Source: an optimization exercise on an open RTL-to-GDS flow (aim: small area). Production flows keep margins and buffers that such runs may drop.
Power and IR drop assume default switching activity.

== the previous run ==
==> flow/design.v <==
module lt32(
    input  [31:0] a,
    input  [31:0] b,
    output        lt
    );
    function f;
        input [31:0] a, b;
        integer i, j, n;
        reg [1:0] l, p;
        reg c, q;
        begin
            for (j = 0; j < 2; j = j + 1) begin
                c = 1'b0;
                q = 1'b1;
                for (i = 16 * j; i < 16 * j + 16; i = i + 1) begin
                    c = (~a[i] & b[i]) | (~a[i] & c) | (b[i] & c);
                    q = q & (~a[i] | b[i]);
                end
                l[j] = c;
                p[j] = q;
            end
            for (n = 1; n >= 1; n = n / 2)
                for (i = 0; i < n; i = i + 1) begin
                    l[i] = l[2*i+1] | (p[2*i+1] & l[2*i]);
                    p[i] = p[2*i+1] & p[2*i];
                end
            f = l[0];
        end
    endfunction
    assign lt = f(a, b);
endmodule
module sel3(
    input  s1,
    input  s0,
    input  h,
    input  v1,
    input  v0,
    input  q,
    output d
    );
    assign d = (s1 & v1) | (s0 & v0) | (h & q);
endmodule
module cae_reg(
    input             clk,
    input             e,
    input             d,
    input      [31:0] x,
    input      [31:0] y,
    output reg [31:0] lo,
    output reg [31:0] hi
    );
    wire lt;
    lt32 c(x, y, lt);
    wire sw = lt ^ d;
    wire ls = e & sw;
    wire lk = e & ~sw;
    wire h  = ~e;
    wire [31:0] dlo, dhi;
    genvar i;
    generate
        for (i = 0; i < 32; i = i + 1) begin : b
            sel3 slo(ls, lk, h, y[i], x[i], lo[i], dlo[i]);
            sel3 shi(ls, lk, h, x[i], y[i], hi[i], dhi[i]);
        end
    endgenerate
    always @(posedge clk) begin
        lo <= dlo;
        hi <= dhi;
    end
endmodule
module pass_reg(
    input             clk,
    input             e,
    input      [31:0] x,
    output reg [31:0] q
    );
    always @(posedge clk)
        if (e)
            q <= x;
endmodule
module full_CAE(
input [31:0] i1,
input [31:0] i2,
input [31:0] i3,
input [31:0] i4,
input [31:0] i5,
input [31:0] i6,
input [31:0] i7,
input [31:0] i8,
input dir,
input clk,
input reset,
input enable,
output [31:0] o1,
output [31:0] o2,
output [31:0] o3,
output [31:0] o4,
output [31:0] o5,
output [31:0] o6,
output [31:0] o7,
output [31:0] o8
);
wire e = enable & ~reset;
reg [6:1] dq;
always @(posedge clk)
    if (e)
        dq <= {dq[5:1], dir};
wire [31:0] a0, a1, a2, a3, a4, a5, a6, a7;    
wire [31:0] b0, b1, b2, b3, b4, b5, b6, b7;    
wire [31:0] c0, c1, c2, c3, c4, c5, c6, c7;    
wire [31:0] f0, f1, f2, f3, f4, f5, f6, f7;    
wire [31:0] g0, g1, g2, g3, g4, g5, g6, g7;    
wire [31:0] k0, k1, k2, k3, k4, k5, k6, k7;    
wire [31:0] m0, m1, m2, m3, m4, m5, m6, m7;    
pass_reg p10(clk, e, i1, a0);
pass_reg p11(clk, e, i2, a1);
pass_reg p12(clk, e, i3, a2);
pass_reg p13(clk, e, i4, a3);
pass_reg p14(clk, e, i5, a4);
pass_reg p15(clk, e, i6, a5);
pass_reg p16(clk, e, i7, a6);
pass_reg p17(clk, e, i8, a7);
cae_reg x20(clk, e, dq[1], a0, a2, b0, b2);
cae_reg x21(clk, e, dq[1], a1, a3, b1, b3);
cae_reg x22(clk, e, dq[1], a4, a6, b4, b6);
cae_reg x23(clk, e, dq[1], a5, a7, b5, b7);
cae_reg x30(clk, e, dq[2], b0, b4, c0, c4);
cae_reg x31(clk, e, dq[2], b1, b5, c1, c5);
cae_reg x32(clk, e, dq[2], b2, b6, c2, c6);
cae_reg x33(clk, e, dq[2], b3, b7, c3, c7);
cae_reg x40(clk, e, dq[3], c0, c1, f0, f1);
cae_reg x41(clk, e, dq[3], c2, c3, f2, f3);
cae_reg x42(clk, e, dq[3], c4, c5, f4, f5);
cae_reg x43(clk, e, dq[3], c6, c7, f6, f7);
cae_reg x50(clk, e, dq[4], f2, f4, g2, g4);
cae_reg x51(clk, e, dq[4], f3, f5, g3, g5);
pass_reg p50(clk, e, f0, g0);
pass_reg p51(clk, e, f1, g1);
pass_reg p56(clk, e, f6, g6);
pass_reg p57(clk, e, f7, g7);
cae_reg x60(clk, e, dq[5], g1, g4, k1, k4);
cae_reg x61(clk, e, dq[5], g3, g6, k3, k6);
pass_reg p60(clk, e, g0, k0);
pass_reg p62(clk, e, g2, k2);
pass_reg p65(clk, e, g5, k5);
pass_reg p67(clk, e, g7, k7);
cae_reg x70(clk, e, dq[6], k1, k2, m1, m2);
cae_reg x71(clk, e, dq[6], k3, k4, m3, m4);
cae_reg x72(clk, e, dq[6], k5, k6, m5, m6);
pass_reg p70(clk, e, k0, m0);
pass_reg p77(clk, e, k7, m7);
assign o1 = m0;
assign o2 = m1;
assign o3 = m2;
assign o4 = m3;
assign o5 = m4;
assign o6 = m5;
assign o7 = m6;
assign o8 = m7;
endmodule
==> flow/config.mk <==
export PLATFORM = sky130hd
export DESIGN_NAME = full_CAE
export DESIGN_NICKNAME = full_CAE
export VERILOG_FILES = /design/flow/design.v
export SDC_FILE = /design/flow/constraint.sdc
export NUM_CORES = 4
export LEC_CHECK = 0
export CAP_MARGIN = 20
export CORE_MARGIN = 2
export CORE_UTILIZATION = 45
export SLEW_MARGIN = 20
==> flow/constraint.sdc <==
create_clock -name core_clock -period 4.5 [get_ports {clk}]
set_input_delay 0.9000 -clock core_clock [delete_from_list [all_inputs] [get_ports {clk}]]
set_output_delay 0.9000 -clock core_clock [all_outputs]
set_load 0.01 [all_outputs]
standard.sh (not shown) runs the stock make flow with config.mk's settings and CLKGATE_MAP_FILE= SYNTH_SCRIPT=/design/flow/synth_recipe.tcl, a recipe that flattens the netlist after the stock synthesis.
==> flow/flow/run.sh <==
#!/bin/bash
# Own layout flow: the standard ORFS flow with these changes:
#  - synthesis is the standard flow's synthesis script, except that Yosys does not extract
#    half/full adders, modules lt32 (comparator) and sel3 (one register input
#    bit) are mapped on their own before the design is flattened, and ABC maps
#    for area: lt32 with flow/mapa.script, the rest with flow/amap.script.
#    Registers are inferred and mapped exactly as in the standard synthesis.
#  - ports get the smallest buffer, and CTS inserts no dummy loads.
# Every tool's output is kept: make.log here, ORFS's per-step logs in orfs/logs.
set -euo pipefail
# clock tree: no dummy loads; the buffers CTS may use
CTS_ARGS="-sink_clustering_enable -repair_clock_nets -dont_use_dummy_load"
W=$(pwd)
F=$W/flow

cat > $W/my_synth.tcl <<EOT
proc abc {args} {
  set i [lsearch -exact \$args -script]
  set a2 [lreplace \$args [expr {\$i + 1}] [expr {\$i + 1}] $F/mapa.script]
  puts "own flow: abc \$a2 lt32"
  yosys abc {*}\$a2 lt32
  set a1 [lreplace \$args [expr {\$i + 1}] [expr {\$i + 1}] $F/amap.script]
  puts "own flow: abc \$a1"
  yosys abc {*}\$a1
}
proc extract_fa {args} {
  puts "own flow: no extract_fa"
}
source $W/synth_recipe.tcl
EOT

make -C "$FLOW_HOME" DESIGN_CONFIG=$W/config.mk WORK_HOME=$W/orfs CLKGATE_MAP_FILE= \
  SYNTH_SCRIPT=$W/my_synth.tcl \
  SYNTH_KEEP_MODULES="lt32 sel3" \
  BUFFER_PORTS_ARGS="-buffer_cell sky130_fd_sc_hd__buf_1" \
  CTS_ARGS="$CTS_ARGS" \
  finish > $W/make.log 2>&1

R=$W/orfs/results/$FLOW_PLATFORM/full_CAE/base
: # left out here: write the final layout as DEF
==> flow/flow/amap.script <==
strash
dch
amap
topo
stime -c
==> flow/flow/mapa.script <==
strash
dch
map -a
topo
stime -c
--- input diff the previous run..the current run ---
diff --git a/flow/flow/run.sh b/flow/flow/run.sh
--- a/flow/flow/run.sh
+++ b/flow/flow/run.sh
@@ -11,3 +11,3 @@
 # clock tree: no dummy loads; the buffers CTS may use
-CTS_ARGS="-sink_clustering_enable -repair_clock_nets -dont_use_dummy_load"
+CTS_ARGS="-sink_clustering_enable -repair_clock_nets -dont_use_dummy_load -buf_list sky130_fd_sc_hd__clkbuf_4"
 W=$(pwd)
Notes after the runs:
Relative to the previous run, static leakage power increased by 3.5% in the current run.
Fraction of the cycle the final worst path needs of the previous run is on par with the current run.
Lower count of clock-buffer cells in the layout was reported by the previous run, not the current run.
The final core area utilization number comes out higher for the current run vs the previous run.
Compared with the previous run, the current run shows via density per instance lower by 1.8%.
No functional check of the RTL was part of any run of this note.

==> re-timing with driven ports <==
How much do the figures lean on ideal ports? The routed layouts below were timed once more, with nothing changed but the port constraints. Step 1 (the two cells are an assumption about what drives the block):
set clk [get_ports {clk}]
set_driving_cell -lib_cell sky130_fd_sc_hd__clkbuf_16 $clk
set_driving_cell -lib_cell sky130_fd_sc_hd__buf_2 [delete_from_list [all_inputs] $clk]
Step 2 adds t to the input delays and takes it off the output delays; t is the mean of the earliest and latest rising clock arrival at the registers after step 1. Input paths then give back, and output paths get back, about the clock's delay inside the block. a / b / c = ideal / step 1 / step 2; a / b = the first two.
run | t (ns) | setup slack, ns | latest minus earliest clock arrival (ns) | slew at the worst register clock pin (ns)
the previous run | 0.867 | 0.236 / 0.236 / 0.236 | 0.073 / 0.072 | 0.06 / 0.06
the current run | 1.409 | 0.239 / 0.239 / 0.239 | 0.155 / 0.155 | 0.08 / 0.08
After both steps every run listed still meets setup and hold.
